This design comes from an exercise in tuning for small area and a short achievable clock period on the open sky130 flow, not from production work. Function was not checked in any run shown here: the RTL went through the layout flow alone.

[design.v]
module fifo_mux_2_1(in0, in1, sel, out);
  parameter br = 1;
  parameter bw = 8;
  input [br*bw-1:0] in0;
  input [br*bw-1:0] in1; 
  input sel;
  output [br*bw-1:0] out;
  wire sbar; 
  wire [br*bw-1:0] w1, w2, out;
  genvar i;
  not G01 (sbar, sel);
  for (i=0; i < br*bw ; i=i+1) begin : gen
     and G0  (w1[i], in0[i], sbar);
     and G1  (w2[i], in1[i], sel);
     or  G2  (out[i], w1[i], w2[i]);
  end
 endmodule
module fifo_mux_8_1 (out, sel, in0, in1, in2, in3, in4, in5, in6, in7 );
  parameter bw = 4;
  parameter br = 1;
  input  [2:0 ] sel ;
  input  [br*bw-1:0] in0;
  input  [br*bw-1:0] in1;
  input  [br*bw-1:0] in2;
  input  [br*bw-1:0] in3;
  input  [br*bw-1:0] in4;
  input  [br*bw-1:0] in5;
  input  [br*bw-1:0] in6;
  input  [br*bw-1:0] in7;
  output [br*bw-1:0] out;
  wire   [br*bw-1:0] out_sub0_0, out_sub0_1, out_sub0_2, out_sub0_3 ;
  wire   [br*bw-1:0] out_sub1_0, out_sub1_1 ;
 fifo_mux_2_1 #(.bw(bw),.br(br)) fifo_mux_2_1a (.in0(in0), .in1(in1), .sel(sel[0]), .out(out_sub0_0));
 fifo_mux_2_1 #(.bw(bw),.br(br)) fifo_mux_2_1b (.in0(in2), .in1(in3), .sel(sel[0]), .out(out_sub0_1));
 fifo_mux_2_1 #(.bw(bw),.br(br)) fifo_mux_2_1c (.in0(in4), .in1(in5), .sel(sel[0]), .out(out_sub0_2));
 fifo_mux_2_1 #(.bw(bw),.br(br)) fifo_mux_2_1d (.in0(in6), .in1(in7), .sel(sel[0]), .out(out_sub0_3));
 fifo_mux_2_1 #(.bw(bw),.br(br)) fifo_mux_2_1e (.in0(out_sub0_0), .in1(out_sub0_1), .sel(sel[1]), .out(out_sub1_0));
 fifo_mux_2_1 #(.bw(bw),.br(br)) fifo_mux_2_1f (.in0(out_sub0_2), .in1(out_sub0_3), .sel(sel[1]), .out(out_sub1_1));
 fifo_mux_2_1 #(.bw(bw),.br(br)) fifo_mux_2_1g (.in0(out_sub1_0), .in1(out_sub1_1), .sel(sel[2]), .out(out));
endmodule
module fifo_depth8 (rd_clk, wr_clk, in, out, rd, wr, o_full, o_empty, reset);
  parameter br = 1;
  parameter bw = 4;
  parameter simd = 1;
  parameter lrf_depth = 1;
  input  rd_clk;
  input  wr_clk;
  input  rd;
  input  wr;
  input  reset;
  output o_full;
  output o_empty;
  input  [br*simd*bw-1:0] in;
  output [br*simd*bw-1:0] out;
  wire full, empty;
  reg [3:0] rd_ptr;
  reg [3:0] wr_ptr;
  reg [br*simd*bw-1:0] q0;
  reg [br*simd*bw-1:0] q1;
  reg [br*simd*bw-1:0] q2;
  reg [br*simd*bw-1:0] q3;
  reg [br*simd*bw-1:0] q4;
  reg [br*simd*bw-1:0] q5;
  reg [br*simd*bw-1:0] q6;
  reg [br*simd*bw-1:0] q7;
 assign empty = (wr_ptr == rd_ptr) ? 1'b1 : 1'b0 ;
 assign full  = ((wr_ptr[2:0] == rd_ptr[2:0]) && (wr_ptr[3] != rd_ptr[3])) ? 1'b1 : 1'b0;
 assign o_full  = full;
 assign o_empty = empty;
  fifo_mux_8_1 #(.bw(bw)) fifo_mux_16_1a (.in0(q0), .in1(q1), .in2(q2), .in3(q3), .in4(q4), .in5(q5), .in6(q6), .in7(q7),
                        	                        .sel(rd_ptr[2:0]), .out(out));
 always @ (posedge rd_clk) begin
   if (reset) begin
      rd_ptr <= 4'b0000;
   end
   else if ((rd == 1) && (empty == 0)) begin
      rd_ptr <= rd_ptr + 1;
   end
 end
 always @ (posedge wr_clk) begin
   if (reset) begin
      wr_ptr <= 4'b0000;
   end
   else begin 
      if ((wr == 1) && (full == 0)) begin
        wr_ptr <= wr_ptr + 1;
      end
      if (wr == 1) begin
        case (wr_ptr[2:0])
         3'b000   :    q0  <= in ;
         3'b001   :    q1  <= in ;
         3'b010   :    q2  <= in ;
         3'b011   :    q3  <= in ;
         3'b100   :    q4  <= in ;
         3'b101   :    q5  <= in ;
         3'b110   :    q6  <= in ;
         3'b111   :    q7  <= in ;
        endcase
      end
   end
 end
endmodule
module exp_lut (clk, wr, out, in, lut_in, reset);
parameter bw = 8;
output [bw-1:0] out ;
input  [bw-1:0] lut_in;
input  [bw/2-1:0] in;
input  clk;
input  wr;
input  reset;
reg	[bw-1:0] lut_q0;
reg	[bw-1:0] lut_q1;
reg	[bw-1:0] lut_q2;
reg	[bw-1:0] lut_q3;
reg	[bw-1:0] lut_q4;
reg	[bw-1:0] lut_q5;
reg	[bw-1:0] lut_q6;
reg	[bw-1:0] lut_q7;
reg	[bw-1:0] lut_q8;
reg	[bw-1:0] lut_q9;
reg	[bw-1:0] lut_q10;
reg	[bw-1:0] lut_q11;
reg	[bw-1:0] lut_q12;
reg	[bw-1:0] lut_q13;
reg	[bw-1:0] lut_q14;
reg	[bw-1:0] lut_q15;
assign out = (in == 0) ? lut_q0 : 
   (in == 1) ?	lut_q1	:
   (in == 2) ?	lut_q2	:
   (in == 3) ?	lut_q3	:
   (in == 4) ?	lut_q4	:
   (in == 5) ?	lut_q5	:
   (in == 6) ?	lut_q6	:
   (in == 7) ?	lut_q7	:
   (in == 8) ?	lut_q8	:
   (in == 9) ?	lut_q9	:
   (in == 10) ?	lut_q10	:
   (in == 11) ?	lut_q11	:
   (in == 12) ?	lut_q12	:
   (in == 13) ?	lut_q13	:
   (in == 14) ?	lut_q14	:
   	        lut_q15 ; 	
always @ (posedge clk) begin
 if (wr) begin
   lut_q0   <= lut_in;
   lut_q1   <= lut_q0	;
   lut_q2   <= lut_q1	;
   lut_q3   <= lut_q2	;
   lut_q4   <= lut_q3	;
   lut_q5   <= lut_q4	;
   lut_q6   <= lut_q5	;
   lut_q7   <= lut_q6	;
   lut_q8   <= lut_q7	;
   lut_q9   <= lut_q8	;
   lut_q10  <= lut_q9	;
   lut_q11  <= lut_q10	;
   lut_q12  <= lut_q11	;
   lut_q13  <= lut_q12	;
   lut_q14  <= lut_q13	;
   lut_q15  <= lut_q14	;
  end
end
endmodule
`timescale 1ns/1ps
module softmax (clk, out, in, lut_wr, execute, fetch, reset, mode);
parameter bw  = 8;
parameter col = 8;
input mode;
input  [col*bw-1:0] in;
input  clk;
input  execute;
input  [1:0] lut_wr;
input  reset, fetch;
output [col*bw-1:0] out;
reg  [63:0]  in_q;
reg  [1:0]   wr_q;
reg  [127:0] hi_t;
reg  [127:0] lo_t;
reg  [511:0] fq;           
reg  [13:0]  sum_q;
reg  [63:0]  out_q;
reg  [3:0]   cnt;
reg  [2:0]   fcnt;
reg          div_start;
reg  [111:0] rem_q;
reg  [47:0]  quo_q;
wire m0 = ~mode;
wire m1 = mode;
wire push0   = m0 & execute & (cnt == 4'd2);
wire sload0  = m0 & execute & (cnt == 4'd3);
wire init0   = m0 & execute & (cnt == 4'd4);
wire out0    = m0 & execute & div_start & (cnt == 4'd2);
wire push1   = m1 & (cnt >= 4'd3) & (cnt <= 4'd10);
wire sclr1   = m1 & (cnt == 4'd4);
wire sacc1   = m1 & (cnt >= 4'd5) & (cnt <= 4'd11);
wire pop     = m1 & fetch & (fcnt == 3'd0);
wire out1    = m1 & fetch & (fcnt == 3'd3);
wire push  = push0 | push1 | pop;
wire sen   = sload0 | sclr1 | sacc1;
wire sclr  = sload0 | sclr1;
wire init  = init0 | pop;
wire [63:0] e_vec;
reg  [10:0] tsum;
integer k;
always @(*) begin
   tsum = 11'd0;
   for (k = 0; k < 8; k = k + 1)
      tsum = tsum + fq[8*k +: 8];
end
wire [63:0] dvd = mode ? fq[511:448] : fq[63:0];
wire [111:0] rem_n;
wire [47:0]  quo_n;
wire [63:0]  res;
genvar i;
for (i = 0; i < 8; i = i + 1) begin : lane
   wire [3:0] a = in_q[8*i+7 : 8*i+4];
   wire [3:0] b = in_q[8*i+3 : 8*i];
   wire [7:0] h = hi_t[8*a +: 8];
   wire [7:0] l = lo_t[8*b +: 8];
   wire [15:0] p = h * l;
   assign e_vec[8*i +: 8] = p[15:8];
   wire [7:0]  d  = dvd[8*i +: 8];
   wire [13:0] r0 = ({6'd0, d} == sum_q) ? 14'd0 : {6'd0, d};
   wire [13:0] rs = init ? r0 : rem_q[14*i +: 14];
   wire [14:0] t1 = {rs, 1'b0};
   wire        q1 = (t1 >= {1'b0, sum_q});
   wire [13:0] r1 = q1 ? (t1 - {1'b0, sum_q}) : t1[13:0];
   wire [14:0] t2 = {r1, 1'b0};
   wire        q2 = (t2 >= {1'b0, sum_q});
   wire [13:0] r2 = q2 ? (t2 - {1'b0, sum_q}) : t2[13:0];
   assign rem_n[14*i +: 14] = r2;
   assign quo_n[6*i +: 6]   = init ? {4'd0, q1, q2} : {quo_q[6*i +: 4], q1, q2};
   assign res[8*i +: 8]     = {quo_q[6*i +: 6], q1, q2};
end
assign out = out_q;
always @(posedge clk) begin
   in_q  <= in;
   wr_q  <= lut_wr;
   if (wr_q[1]) hi_t <= {hi_t[63:0], in_q};
   if (wr_q[0]) lo_t <= {lo_t[63:0], in_q};
   if (push) fq <= {fq[447:0], e_vec};
   if (sen)  sum_q <= (sclr ? 14'd0 : sum_q) + {3'd0, tsum};
   rem_q <= rem_n;
   quo_q <= quo_n;
   if (out0 | out1) out_q <= res;
end
always @(posedge clk) begin
   if (reset) begin
      cnt       <= 4'd0;
      fcnt      <= 3'd0;
      div_start <= 1'b0;
   end
   else begin
      if (m0) begin
         if (execute) begin
            cnt <= (cnt == 4'd4) ? 4'd0 : cnt + 4'd1;
            if (cnt == 4'd3) div_start <= 1'b1;
         end
         else
            div_start <= 1'b0;
         fcnt <= 3'd0;
      end
      else begin
         if (execute || cnt != 4'd0)
            cnt <= (cnt == 4'd12) ? 4'd0 : cnt + 4'd1;
         if (fetch)
            fcnt <= (fcnt == 3'd4) ? 3'd0 : fcnt + 3'd1;
         else
            fcnt <= 3'd0;
      end
   end
end
endmodule
[run.sh]
#!/bin/bash
# synth_recipe.tcl (not shown) runs the flow's synth.tcl, then flattens the netlist and writes it again
# the make line also repeats each setting of config.mk as NAME=value (left out here)
make -C /OpenROAD-flow-scripts/flow DESIGN_CONFIG=/design/flow/config.mk WORK_HOME=/design/flow/orfs CLKGATE_MAP_FILE= SYNTH_SCRIPT=/design/flow/synth_recipe.tcl finish
[config.mk]
export PLATFORM = sky130hd
export DESIGN_NAME = softmax
export DESIGN_NICKNAME = softmax
export VERILOG_FILES = /design/flow/design.v
export SDC_FILE = /design/flow/constraint.sdc
export NUM_CORES = 4
export LEC_CHECK = 0
export CAP_MARGIN = 20
export CORE_MARGIN = 2
export CORE_UTILIZATION = 40
export SLEW_MARGIN = 20
[constraint.sdc]
create_clock -name core_clock -period 33.0 [get_ports {clk}]
set_input_delay 6.6000 -clock core_clock [delete_from_list [all_inputs] [get_ports {clk}]]
set_output_delay 6.6000 -clock core_clock [all_outputs]
set_load 0.01 [all_outputs]
==> results of run 1 <==
cells in the final DEF (no fill, tap or decap), drive strengths merged, types with 38 or more instances in the layout:
cell / netlist / routed
edfxtp: 846 / 846
mux4: 619 / 619
inv: 548 / 567
ha: 504 / 504
nand2: 426 / 426
fa: 343 / 343
and2: 248 / 248
dfxtp: 234 / 234
nor2: 223 / 223
mux2: 203 / 203
xnor2: 187 / 187
a21oi: 161 / 161
clkbuf: 109 / 134
clkdlybuf4s50: 0 / 133
o21ai: 122 / 122
a21o: 109 / 109
buf: 99 / 100
xor2: 88 / 88
nor2b: 83 / 83
a22o: 65 / 65
nand3: 64 / 64
nor3: 59 / 59
clkinv: 4 / 49
o21a: 38 / 38
Yosys cell counts (15+ instances only):
master	n
sky130_fd_sc_hd__a22o_1	65
sky130_fd_sc_hd__o21bai_1	31
sky130_fd_sc_hd__a21oi_1	161
sky130_fd_sc_hd__nand3_1	64
sky130_fd_sc_hd__a31oi_1	15
sky130_fd_sc_hd__edfxtp_1	846
sky130_fd_sc_hd__nor3_1	59
sky130_fd_sc_hd__mux2i_1	25
sky130_fd_sc_hd__mux4_2	616
sky130_fd_sc_hd__or3_1	16
sky130_fd_sc_hd__and2_1	248
sky130_fd_sc_hd__a21o_1	109
sky130_fd_sc_hd__nand4_1	30
sky130_fd_sc_hd__clkbuf_1	108
sky130_fd_sc_hd__ha_1	504
sky130_fd_sc_hd__inv_1	544
sky130_fd_sc_hd__xor2_1	88
sky130_fd_sc_hd__o21ai_0	115
sky130_fd_sc_hd__nand2b_1	34
sky130_fd_sc_hd__nand2_1	426
sky130_fd_sc_hd__nor2_1	223
sky130_fd_sc_hd__a22oi_1	25
sky130_fd_sc_hd__xnor2_1	187
sky130_fd_sc_hd__o221ai_1	15
sky130_fd_sc_hd__and3_1	16
sky130_fd_sc_hd__o21a_1	38
sky130_fd_sc_hd__dfxtp_1	234
sky130_fd_sc_hd__mux2_2	203
sky130_fd_sc_hd__nor2b_1	83
sky130_fd_sc_hd__buf_1	62
sky130_fd_sc_hd__a21boi_0	21
sky130_fd_sc_hd__fa_1	343
sky130_fd_sc_hd__buf_2	35
layer usage:
layer / global-route usage, % / vias up / share of wire, %
li1: - / 22000 / -
met1: 28.5 / 24700 / 42
met2: 32.3 / 2105 / 45
met3: 4.46 / 395 / 8.3
met4: 8.05 / 0 / 4.3
met5: 0 / - / 0
state kept, by name, summed over array words and instances (netlist names):
| signal | cells |
|---|---|
| cnt | 4 |
| div_start | 1 |
| fcnt | 3 |
| fq | 512 |
| hi_t | 128 |
| in_q | 64 |
| lo_t | 128 |
| out_q | 64 |
| quo_q | 48 |
| rem_q | 112 |
| sum_q | 14 |
| wr_q | 2 |
worst paths after layout:
path           start  slack (ns)    endpoint
max             mode       18.30  rem_q[103]
min          fq[163]        0.37     fq[227]
max reg2reg   cnt[0]       24.39  rem_q[103]
min reg2reg  fq[163]        0.37     fq[227]
cell families after synthesis:
group,after synthesis
AO/OA/AOI/OAI,729
XOR/XNOR,275
adder cells (fa/ha/maj),847
buffers and inverters,760
flip-flops,1080
multiplexers,847
AND/OR/NAND/NOR,1260
stage by stage:
step	hold slack, ns	std cells
global route	0.370	8556
floorplan	0.386	5798
CTS	0.370	8555
detailed placement	0.389	8333
finish	0.366	8558
global placement	0.386	8332
worst max-delay path, delay by kind of cell:
kind | cells | cell delay (ns)
adder cells (fa/ha/maj) | 2 | 0.60
buffers and inverters | 7 | 2.88
AO/OA/AOI/OAI | 15 | 3.58
AND/OR/NAND/NOR | 6 | 1.57
layout make-up:
class                      instances  share of cell area [%]
clock inverter                    88                    1.24
timing repair buffer             233                    2.49
clock buffer                     134                    3.65
multi-input combinational       3958                    51.0
inverter                         552                    2.44
tap                             2511                    3.70
sequential                      1080                    35.4
antenna                            2                 0.00589
==> impl_metrics.ini, run 1 <==
[route]
route.final.wire_length_mm = 201
number_of_drc_markers_in_iteration_0 = 4772
detail_route.wl_per_cell_um = 23.5
remaining_drc_errors = 0
drt_pre_antenna_iters = 6
vias_per_cell = 5.75
ant_nets = 0
total_number_of_vias = 49200

[place]
portBuffers = 134
place_congestion = 0.872
dpl_cell_area_sq_mm = 0.0808
hpwl_mm = 143
place_ws_ns = 17.62

[clocking]
cts_buffers = 118
cts_tree = built
clkLatencyLatePin_ns = 0.80
cts-root-to-sink-buffers = 3
clock_sink_count = 1080
cts-hold-fix-buffers = 0
clkSlewWorstSetupHoldPaths_ns = 0.06
cts_h_tree_depth = 3
cts-resized-gates = 0
post-cts-setup-buffers = 0
clock-root-buffer = sky130_fd_sc_hd__clkbuf_16

[critical_path]
critical_path.max_stage_delay_ns = 0.68
worstSetupStartpointType = input port
timing.reg2reg.worst_path_depth = 31
worst_setup_path_end_kind = register
worst-endpoint-required_ns = 33.63
critPathKind = in -> reg
critPathSlowestCell = sky130_fd_sc_hd__nor2_1
cp_common_cell = sky130_fd_sc_hd__buf_4
data_arrival_time_at_the_worst_slack_endpoint_ns = 15.32
path_max_fanout = 52

[floorplanning]
design.portCount = 135
die_width_um = 441
starting_density_of_the_core_pct = 40.2
coreArea_sq_mm = 0.190
die_outline_area_sq_mm = 0.194
floorplan.rows = 160
fp.dieH_um = 441

[cells_and_area]
utilization_pct = 44.8
area_growth_pct = 11.4
design_area_sq_mm = 0.0850
area_of_the_multi_input_gates_sq_mm = 0.0434
final-seq-area_sq_mm = 0.0301
fill_cells = 17000
layout_cell_share_with_drive_strength_beyond_1_pct = 19.6
final_net_count = 6861

[yosys]
synth-xor-area-share_pct = 3.16
dominantRegCellSynth = sky130_fd_sc_hd__edfxtp_1
post_synth.cell_area_avg_sq_um = 13.2
synth-simple-area-share_pct = 8.12
netlist_area_sq_mm = 0.0763
postSynthRegisterBits = 1080
synth-compound-area-share_pct = 6.62
ys_async_sr_fraction_pct = 0
yosysSeqAreaShare_pct = 39.4
synth_enable_flop_cells = 846
synthesis.instances = 5798
synth_nets = 6716
synth-warning-count = 1
synth_top_area_share_pct = 33.3
yosysUniqueCellTypes = 87
synth-adder-area-share_pct = 17.3
synthTopCellsByArea = sky130_fd_sc_hd__edfxtp_1 33%, sky130_fd_sc_hd__mux4_2 18%, sky130_fd_sc_hd__fa_1 9.0%
largest_area_contributor_in_the_synthesized_netlist = sky130_fd_sc_hd__edfxtp_1
mux_contribution_to_synthesized_area_pct = 21.6
synth_top_family_by_area = multiplexers

[min_path]
whs_path_depth = 0
holdCritPathClass = reg -> reg

[global_route]
vias_in_the_first_global_route = 49600
global_route_wire_length_before_repair_mm = 307
track_usage_pct = 20.8
total_congestion_overflow_after_global_routing = 0
grt_antenna_before_repair = 4
grt_max_degree = 188

[sta]
min_period_over_period_pct = 44.5
final_max_slew_viol_count = 0
max_slew.worst_pin.slew_ns = 1.22
setup_tns_ns = 0
final_hold_viol_count = 0
finalCriticalPeriod_ns = 14.70
fin_worst_skew_ns = 0.0699
setup_viol_count_final = 0
worst_slack_ns = 18.30
maxClockFrequency_ghz = 0.0680
setup_repair_after_global_routing_missed_its_margin = false
maxSlewHeadroom_pct = 18.8

[status]
run_status = finished clean

[job]
cap_viol_max_count = 0
==> run 2, diff against run 1 <==
--- a/design.v
+++ b/design.v
@@ -174,31 +174,33 @@
 output [col*bw-1:0] out;
 reg  [63:0]  in_q;
 reg  [1:0]   wr_q;
+reg          mode_q, exe_q, fetch_q;
 reg  [127:0] hi_t;
 reg  [127:0] lo_t;
 reg  [511:0] fq;           
 reg  [13:0]  sum_q;
 reg  [63:0]  out_q;
-reg  [3:0]   cnt;
-reg  [2:0]   fcnt;
+reg  [3:0]   cnt;          
+reg  [2:0]   fcnt;         
 reg          div_start;
 reg  [111:0] rem_q;
 reg  [47:0]  quo_q;
-wire m0 = ~mode;
-wire m1 = mode;
-wire push0   = m0 & execute & (cnt == 4'd2);
-wire sload0  = m0 & execute & (cnt == 4'd3);
-wire init0   = m0 & execute & (cnt == 4'd4);
-wire out0    = m0 & execute & div_start & (cnt == 4'd2);
-wire push1   = m1 & (cnt >= 4'd3) & (cnt <= 4'd10);
-wire sclr1   = m1 & (cnt == 4'd4);
-wire sacc1   = m1 & (cnt >= 4'd5) & (cnt <= 4'd11);
-wire pop     = m1 & fetch & (fcnt == 3'd0);
-wire out1    = m1 & fetch & (fcnt == 3'd3);
+wire m0 = ~mode_q;
+wire m1 = mode_q;
+wire push0  = m0 & exe_q & (cnt == 4'd1);                   
+wire sload0 = m0 & exe_q & (cnt == 4'd2);                   
+wire busy0  = m0 & exe_q & ((cnt == 4'd4) | (cnt == 4'd0) | (cnt == 4'd1));
+wire out0   = m0 & exe_q & div_start & (cnt == 4'd1);       
+wire push1  = m1 & (cnt >= 4'd2) & (cnt <= 4'd9);           
+wire sclr1  = m1 & (cnt == 4'd3);                           
+wire sacc1  = m1 & (cnt >= 4'd4) & (cnt <= 4'd10);          
+wire pop    = m1 & fetch_q & (fcnt == 3'd0);                
+wire busy1  = m1 & fetch_q & (fcnt <= 3'd2);                
+wire out1   = m1 & fetch_q & (fcnt == 3'd2);                
 wire push  = push0 | push1 | pop;
 wire sen   = sload0 | sclr1 | sacc1;
 wire sclr  = sload0 | sclr1;
-wire init  = init0 | pop;
+wire busy  = busy0 | busy1;
 wire [63:0] e_vec;
 reg  [10:0] tsum;
 integer k;
@@ -207,7 +209,7 @@
    for (k = 0; k < 8; k = k + 1)
       tsum = tsum + fq[8*k +: 8];
 end
-wire [63:0] dvd = mode ? fq[511:448] : fq[63:0];
+wire [63:0] dvd = mode_q ? fq[511:448] : fq[63:0];
 wire [111:0] rem_n;
 wire [47:0]  quo_n;
 wire [63:0]  res;
@@ -221,7 +223,7 @@
    assign e_vec[8*i +: 8] = p[15:8];
    wire [7:0]  d  = dvd[8*i +: 8];
    wire [13:0] r0 = ({6'd0, d} == sum_q) ? 14'd0 : {6'd0, d};
-   wire [13:0] rs = init ? r0 : rem_q[14*i +: 14];
+   wire [13:0] rs = busy ? rem_q[14*i +: 14] : r0;
    wire [14:0] t1 = {rs, 1'b0};
    wire        q1 = (t1 >= {1'b0, sum_q});
    wire [13:0] r1 = q1 ? (t1 - {1'b0, sum_q}) : t1[13:0];
@@ -229,13 +231,14 @@
    wire        q2 = (t2 >= {1'b0, sum_q});
    wire [13:0] r2 = q2 ? (t2 - {1'b0, sum_q}) : t2[13:0];
    assign rem_n[14*i +: 14] = r2;
-   assign quo_n[6*i +: 6]   = init ? {4'd0, q1, q2} : {quo_q[6*i +: 4], q1, q2};
+   assign quo_n[6*i +: 6]   = {quo_q[6*i +: 4], q1, q2};
    assign res[8*i +: 8]     = {quo_q[6*i +: 6], q1, q2};
 end
 assign out = out_q;
 always @(posedge clk) begin
-   in_q  <= in;
-   wr_q  <= lut_wr;
+   in_q   <= in;
+   wr_q   <= lut_wr;
+   mode_q <= mode;
    if (wr_q[1]) hi_t <= {hi_t[63:0], in_q};
    if (wr_q[0]) lo_t <= {lo_t[63:0], in_q};
    if (push) fq <= {fq[447:0], e_vec};
@@ -246,28 +249,31 @@
 end
 always @(posedge clk) begin
    if (reset) begin
+      exe_q     <= 1'b0;
+      fetch_q   <= 1'b0;
       cnt       <= 4'd0;
       fcnt      <= 3'd0;
       div_start <= 1'b0;
    end
    else begin
+      exe_q   <= execute;
+      fetch_q <= fetch;
       if (m0) begin
-         if (execute) begin
+         if (exe_q) begin
             cnt <= (cnt == 4'd4) ? 4'd0 : cnt + 4'd1;
-            if (cnt == 4'd3) div_start <= 1'b1;
+            if (cnt == 4'd2) div_start <= 1'b1;
          end
-         else
-            div_start <= 1'b0;
+      end
+      else begin
+         if (exe_q || cnt != 4'd0)
+            cnt <= (cnt == 4'd12) ? 4'd0 : cnt + 4'd1;
+      end
+      if (!exe_q)
+         div_start <= 1'b0;
+      if (fetch_q)
+         fcnt <= (fcnt == 3'd4) ? 3'd0 : fcnt + 3'd1;
+      else
          fcnt <= 3'd0;
-      end
-      else begin
-         if (execute || cnt != 4'd0)
-            cnt <= (cnt == 4'd12) ? 4'd0 : cnt + 4'd1;
-         if (fetch)
-            fcnt <= (fcnt == 3'd4) ? 3'd0 : fcnt + 3'd1;
-         else
-            fcnt <= 3'd0;
-      end
-   end
-end
-endmodule
+   end
+end
+endmodule
==> run 2 against run 1 <==
  * Area after synthesis about the same
  * Worst hold slack got worse by 0.034 ns
  * Clock-buffer cell count increased by 12
  * Flip-flop and latch count increased by 3
  * Register-to-register slack got worse by 0.12 ns
  * Cell count decreased by 0.23%
  * Fmax increased by 68%
  * Clock skew decreased by 0.0085 ns
  * Global-route usage increased by 0.34 points
  * Die area about the same
  * Critical path type is now reg -> reg
==> impl_metrics.ini, run 2 <==
[status]
run_status = finished clean

[critical_path]
critical_path.endpoint = rem_q[39]
data_arrival_time_at_the_worst_slack_endpoint_ns = 9.41
startpoint = cnt[1]
critPathSlowestCell = sky130_fd_sc_hd__a31oi_2
cp_common_cell = sky130_fd_sc_hd__o21ai_0
path_max_fanout = 64
critical_path.reg2reg.startpoint = cnt[1]
timing.reg2reg.worst_path_depth = 31
worstSetupStartpointType = register
worst_setup_path_end_kind = register
crit_cells = 31
critPathKind = reg -> reg
critPathBufInv = 5
worst-endpoint-required_ns = 33.68
cpLargestDelayFamily = compound AO/OA/AOI/OAI gates
worst_r2r_endpoint = rem_q[39]
reg2reg_slack_ns = 24.27
critical_path.max_stage_delay_ns = 0.77

[floorplanning]
die_outline_area_sq_mm = 0.194
die_width_um = 441
design.portCount = 135
coreArea_sq_mm = 0.190
floorplan.rows = 160
starting_density_of_the_core_pct = 40.2
fp.dieH_um = 441

[route]
remaining_drc_errors = 0
total_number_of_vias = 49300
number_of_drc_markers_in_iteration_0 = 5069
vias_per_cell = 5.78
drt_pre_antenna_iters = 6
route.final.wire_length_mm = 205
detail_route.wl_per_cell_um = 24.0
ant_nets = 0

[sta]
max_slew.worst_pin.slew_ns = 1.17
setup_repair_after_global_routing_missed_its_margin = false
final_max_slew_viol_count = 0
setup_tns_ns = 0
final_hold_viol_count = 0
finalCriticalPeriod_ns = 8.73
min_period_over_period_pct = 26.5
setup_viol_count_final = 0
maxSlewHeadroom_pct = 21.6
fin_worst_skew_ns = 0.0614
maxClockFrequency_ghz = 0.115

[yosys]
yosysUniqueCellTypes = 89
synth-adder-area-share_pct = 17.3
yosysSeqAreaShare_pct = 39.5
ys_async_sr_fraction_pct = 0
synth-simple-area-share_pct = 7.70
post_synth_most_frequent_cells = 846 x sky130_fd_sc_hd__edfxtp_1, 604 x sky130_fd_sc_hd__mux4_2, 537 x sky130_fd_sc_hd__inv_1, 505 x sky130_fd_sc_hd__ha_1, 393 x sky130_fd_sc_hd__nand2_1
synth_nets = 6689
synth-xor-area-share_pct = 3.23
synthesis.instances = 5770
postSynthRegisterBits = 1083
synthTopCellsByArea = sky130_fd_sc_hd__edfxtp_1 33%, sky130_fd_sc_hd__mux4_2 18%, sky130_fd_sc_hd__fa_1 9.0%
synth_enable_flop_cells = 846
synth-compound-area-share_pct = 6.53
synth-warning-count = 1
synth_top_family_by_area = multiplexers
synth_top_area_share_pct = 33.3
dominantRegCellSynth = sky130_fd_sc_hd__edfxtp_1
post_synth.cell_area_avg_sq_um = 13.2
netlist_area_sq_mm = 0.0763
mux_contribution_to_synthesized_area_pct = 21.9
largest_area_contributor_in_the_synthesized_netlist = sky130_fd_sc_hd__edfxtp_1
post-synth-top-count-cell = sky130_fd_sc_hd__edfxtp_1

[global_route]
vias_in_the_first_global_route = 50000
track_usage_pct = 21.1
grt_max_degree = 200
total_congestion_overflow_after_global_routing = 0
global_route_wire_length_before_repair_mm = 311
grt_antenna_before_repair = 6

[place]
portBuffers = 134
place_congestion = 0.918
hpwl_mm = 145
placedCellCount = 8315

[clocking]
cts-hold-fix-buffers = 0
clock_sink_count = 1083
cts-root-to-sink-buffers = 3
clock-root-buffer = sky130_fd_sc_hd__clkbuf_16
cts_h_tree_depth = 3
cts_buffers = 118
clkLatencyLatePin_ns = 0.81
clkSlewWorstSetupHoldPaths_ns = 0.07
post-cts-setup-buffers = 0
cts_tree = built
cts-resized-gates = 0

[cells_and_area]
layout.cells.most_common_list = 846 x sky130_fd_sc_hd__edfxtp_1, 604 x sky130_fd_sc_hd__mux4_2, 537 x sky130_fd_sc_hd__inv_1
area_growth_pct = 11.2
n_antenna_cell = 0
finish.cell_count_without_fillers = 8538
layout_commonest_cell = sky130_fd_sc_hd__edfxtp_1
layout_cell_share_with_drive_strength_beyond_1_pct = 19.2
registers.top_by_ff_count = fq
final_net_count = 6843
largest_register_ffs = 512
largest_registers = fq: 512 flops, hi_t: 128 flops, lo_t: 128 flops

[min_path]
holdCritPathClass = reg -> reg

[job]
cap_viol_max_count = 0
-- run 2: changes by cell type in the layout (fill, tap and decap cells not counted), moves of 14 or more --
cell and change:
sky130_fd_sc_hd__and2_1 -33, sky130_fd_sc_hd__o221ai_1 -14, sky130_fd_sc_hd__nor3_1 +20, sky130_fd_sc_hd__a21oi_1 +26, sky130_fd_sc_hd__mux2i_1 +27, sky130_fd_sc_hd__a211oi_1 +14
sky130_fd_sc_hd__nand2_1 -33, sky130_fd_sc_hd__xnor2_1 +19
-- run 2: through the flow --
step	hold WS, ns	util, %	setup WS [ns]	cell area, sq um
after floorplan	0.327	-	8.23	76300
after global placement	0.330	42.5	24.52	80700
after detailed placement	0.333	42.5	24.35	80700
after CTS	0.335	44.7	24.32	84800
after global routing	0.345	44.7	23.51	84800
final	0.332	44.7	24.27	84800
-- run 2: worst reg2reg max path: cells and delay by family, from the launching register on --
kind	cells	cell delay, ns
AO/OA/AOI/OAI	17	4.43
adder cells (fa/ha/maj)	3	0.77
buffers and inverters	5	1.82
flip-flops	1	0.39
multiplexers	1	0.35
AND/OR/NAND/NOR	5	0.85
-- run 2: how the worst min path moves through the flow --
| stage | start | to | slack, ns | cells after the start |
|---|---|---|---|---|
| after global placement | quo_q[26] | quo_q[28] | 0.33 | 0 |
| after floorplan | quo_q[8] | quo_q[10] | 0.33 | 0 |
| after detailed placement | quo_q[24] | quo_q[26] | 0.33 | 0 |
| after global routing | quo_q[36] | quo_q[38] | 0.35 | 0 |
| final | quo_q[36] | quo_q[38] | 0.33 | 0 |
| after CTS | quo_q[36] | quo_q[38] | 0.34 | 0 |
-- run 2: layout make-up --
type,instances,area [sq um]
Fill cell,17000,105000
Multi-Input combinational cell,3945,43300
Sequential cell,1083,30200
Clock buffer,146,3220
Tap cell,2511,3140
Timing Repair Buffer,235,2110
Inverter,541,2030
Clock inverter,77,856
-- run 2: logic make-up after synthesis --
kind of cell    Yosys count
mux                     878
xor+xnor                281
buf+inv                 742
simple gates           1206
fa+ha+maj               848
compound gates          732
flops                  1083
-- run 2: per-layer routing --
| layer | share of wire (%) | track usage [%] | up-vias | routed length, um |
|---|---|---|---|---|
| met5 | 0 | 0 | - | 0 |
| met4 | 5.7 | 10.2 | 0 | 11600 |
| met3 | 7.8 | 4.03 | 487 | 16000 |
| met2 | 46 | 33.7 | 2123 | 94400 |
| met1 | 40 | 27.7 | 24800 | 82900 |
| li1 | - | - | 21900 | - |
==> run 3, diff against run 2 <==
--- a/config.mk
+++ b/config.mk
@@ -5,6 +5,7 @@
 export SDC_FILE = /design/flow/constraint.sdc
 export NUM_CORES = 4
 export LEC_CHECK = 0
+export ABC_AREA = 1
 export CAP_MARGIN = 20
 export CORE_MARGIN = 2
 export CORE_UTILIZATION = 40
==> run 3 against run 2 <==
  * Clock skew rose by 0.014 ns
  * Via count rose by 50%
  * Setup slack improved by 0.46 ns
  * Wire length increased by 37%
  * First-iteration DRC count is 91% higher
  * Worst hold slack gained 0.014 ns
  * Critical path type is now reg -> out
  * Largest cell class unchanged
==> impl_metrics.ini, run 3 <==
[status]
run_status = finished clean

[critical_path]
critical_path.reg2reg.startpoint = mode_q
critical_path_cell_by_cell = clkdlybuf4s50_1
timing.reg2reg.worst_path_depth = 28
critical_path.max_stage_delay_ns = 0.53
path_max_fanout = 1
worst-endpoint-required_ns = 26.40
critPathBufInv = 1
critPathSlowestCell = sky130_fd_sc_hd__clkdlybuf4s50_1
cpLargestDelayFamily = buffers and inverters
critPathKind = reg -> out
worst_setup_path_end_kind = output port
reg2reg_slack_ns = 25.74
data_arrival_time_at_the_worst_slack_endpoint_ns = 1.68
worstSetupStartpointType = register
worst_r2r_endpoint = out_q[56]

[sta]
min_period_over_period_pct = 25.1
maxSlewHeadroom_pct = 12.3
max_slew.worst_pin.slew_ns = 1.31
fin_worst_skew_ns = 0.0755
final_max_slew_viol_count = 0
maxClockFrequency_ghz = 0.121
final_hold_viol_count = 0
setup_tns_ns = 0
setup_repair_after_global_routing_missed_its_margin = false
finalCriticalPeriod_ns = 8.28
setup_viol_count_final = 0

[yosys]
post_synth.cell_area_avg_sq_um = 7.93
synth-warning-count = 1
synthTopCellsByArea = sky130_fd_sc_hd__edfxtp_1 31%, sky130_fd_sc_hd__nand2_1 11%, sky130_fd_sc_hd__fa_1 8.4%
synth_enable_flop_cells = 846
largest_area_contributor_in_the_synthesized_netlist = sky130_fd_sc_hd__edfxtp_1
dominantRegCellSynth = sky130_fd_sc_hd__edfxtp_1
postSynthRegisterBits = 1083
synth_nets = 11200
synth_top_area_share_pct = 31.0
ys_async_sr_fraction_pct = 0
netlist_area_sq_mm = 0.0819
post-synth-top-count-cell = sky130_fd_sc_hd__nand2_1
yosysSeqAreaShare_pct = 36.8
synthesis.instances = 10300
yosysUniqueCellTypes = 62
post_synth_most_frequent_cells = 2388 x sky130_fd_sc_hd__nand2_1, 1352 x sky130_fd_sc_hd__o21ai_0, 1198 x sky130_fd_sc_hd__inv_1, 846 x sky130_fd_sc_hd__edfxtp_1, 723 x sky130_fd_sc_hd__nor2_1

[min_path]
holdCritPathClass = reg -> reg
hold_path_startpoint = quo_q[9]
destination_of_the_worst_hold_path = quo_q[11]
whs_path_depth = 0

[clocking]
clkSlewWorstSetupHoldPaths_ns = 0.07
clock-root-buffer = sky130_fd_sc_hd__clkbuf_16
cts-hold-fix-buffers = 0
cts-resized-gates = 0
cts-root-to-sink-buffers = 3
clkLatencyLatePin_ns = 0.82
clock_sink_count = 1083
cts_buffers = 119
cts_tree = built
cts_h_tree_depth = 3
post-cts-setup-buffers = 0

[place]
place_congestion = 0.945
portBuffers = 134
hpwl_mm = 193

[cells_and_area]
largest_registers = fq: 512 flops, hi_t: 128 flops, lo_t: 128 flops
area_growth_pct = 9.74
registers.top_by_ff_count = fq
fill_cells = 20100
layout_commonest_cell = sky130_fd_sc_hd__nand2_1
layout.cells.most_common_list = 2388 x sky130_fd_sc_hd__nand2_1, 1351 x sky130_fd_sc_hd__o21ai_0, 1194 x sky130_fd_sc_hd__inv_1
largest_register_ffs = 512
final_net_count = 11200
layout_cell_share_with_drive_strength_beyond_1_pct = 4.43

[floorplanning]
die_outline_area_sq_mm = 0.208
fp.dieH_um = 456
starting_density_of_the_core_pct = 40.1
die_width_um = 456
coreArea_sq_mm = 0.204
design.portCount = 135
floorplan.rows = 166

[route]
route.final.wire_length_mm = 281
detail_route.wl_per_cell_um = 21.6
ant_nets = 0
vias_per_cell = 5.69
remaining_drc_errors = 0
total_number_of_vias = 74200
number_of_drc_markers_in_iteration_0 = 9658
drt_pre_antenna_iters = 7

[job]
cap_viol_max_count = 0

[global_route]
grt_max_degree = 192
grt_antenna_before_repair = 4
global_route_wire_length_before_repair_mm = 423
vias_in_the_first_global_route = 70100
total_congestion_overflow_after_global_routing = 0
track_usage_pct = 26.2
==> run 3: cell count changes in the layout (fill, tap and decap cells not counted), moves of 126 or more <==
cell,previous run,this run
sky130_fd_sc_hd__o21ai_0,110,1351
sky130_fd_sc_hd__a21oi_1,187,689
sky130_fd_sc_hd__xnor2_1,206,80
sky130_fd_sc_hd__nand2_1,393,2388
sky130_fd_sc_hd__inv_1,537,1194
sky130_fd_sc_hd__mux2_2,214,0
sky130_fd_sc_hd__nand3_1,56,596
sky130_fd_sc_hd__o221ai_1,1,175
sky130_fd_sc_hd__and2_1,215,5
sky130_fd_sc_hd__nor2_1,224,723
sky130_fd_sc_hd__mux4_2,604,0
==> run 3: kinds of logic after synthesis <==
| kind of cell | synth area share, % |
|---|---|
| AND/OR/NAND/NOR | 19.3 |
| AO/OA/AOI/OAI | 17.0 |
| flip-flops | 36.8 |
| buffers and inverters | 8.18 |
| adder cells (fa/ha/maj) | 16.1 |
| XOR/XNOR | 2.67 |
==> run 3: how the worst max path moves through the flow <==
stage	startpoint	to	slack, ns	depth (start not counted)
CTS	out_q[23]	out[23]	24.65	1
floorplan	mode_q	fq[0]	9.91	4
global placement	reset	cnt[3]	25.34	4
detailed placement	reset	cnt[1]	25.31	4
global route	out_q[21]	out[21]	24.66	1
finish	out_q[23]	out[23]	24.72	1
==> run 3: layout make-up <==
class	instances	area [sq um]	area share (%)
flip-flops and latches	1083	30200	33.6
diodes	1	2.50	0.00278
inverters	1233	4630	5.15
clock inverters	89	960	1.07
multi-input cells	7519	45100	50.2
clock buffers	137	3160	3.51
well taps	2688	3360	3.74
repair buffers	282	2500	2.78
==> run 3: layer usage <==
metal	GRT usage, %	part of all wire (%)	wire, um
met5	0	0.0053	15
met4	15.5	6.8	19000
met3	5.32	10	28400
met2	40.4	43	121000
met1	34.1	40	113000
==> run 3: through the flow <==
stage                     area, sq um  hold WS (ns)  worst slack [ns]  std cells  utilization, %
after detailed placement        85700         0.336             25.31      12800            42.0
after global placement          85700         0.333             25.34      12800            42.0
after CTS                       89800         0.347             24.65      13000            44.0
after floorplan                 81900         0.327              9.91      10300               -
final                           89900         0.347             24.72      13000            44.0
after global routing            89900         0.354             24.66      13000            44.0

what the ideal ports hide:
The results above use ideal ports. As a check the final layouts listed here were re-extracted and re-timed, cells and wires unchanged. Step 1 (the two cells are an assumption about what drives the block):
set clk [get_ports {clk}]
set_driving_cell -lib_cell sky130_fd_sc_hd__clkbuf_16 $clk
set_driving_cell -lib_cell sky130_fd_sc_hd__buf_2 [delete_from_list [all_inputs] $clk]
Step 2, shift: input delay + t, output delay - t, t = (earliest + latest rising clock arrival at the registers) / 2. This alone moves slack from input paths to output paths. a / b / c = ideal ports / drivers / drivers and shift; a / b = the first two.
run | t (ns) | slack for setup (ns) | worst setup path after step 2 | worst register clock-pin slew, ns | worst data-port slew with drivers (ns)
run 1 | 0.848 | 18.302 / 18.284 / 17.436 | input to register | 0.08 / 0.08 | 0.09
run 2 | 0.859 | 24.269 / 24.269 / 24.269 | register to register | 0.07 / 0.07 | 0.04
run 3 | 0.866 | 24.724 / 24.644 / 25.263 | input to register | 0.07 / 0.07 | 0.04
After both steps setup and hold are still met in every run listed. The setup slack of run 1, which loses most, moves by -0.018 ns with the drivers and by -0.866 ns with both steps.
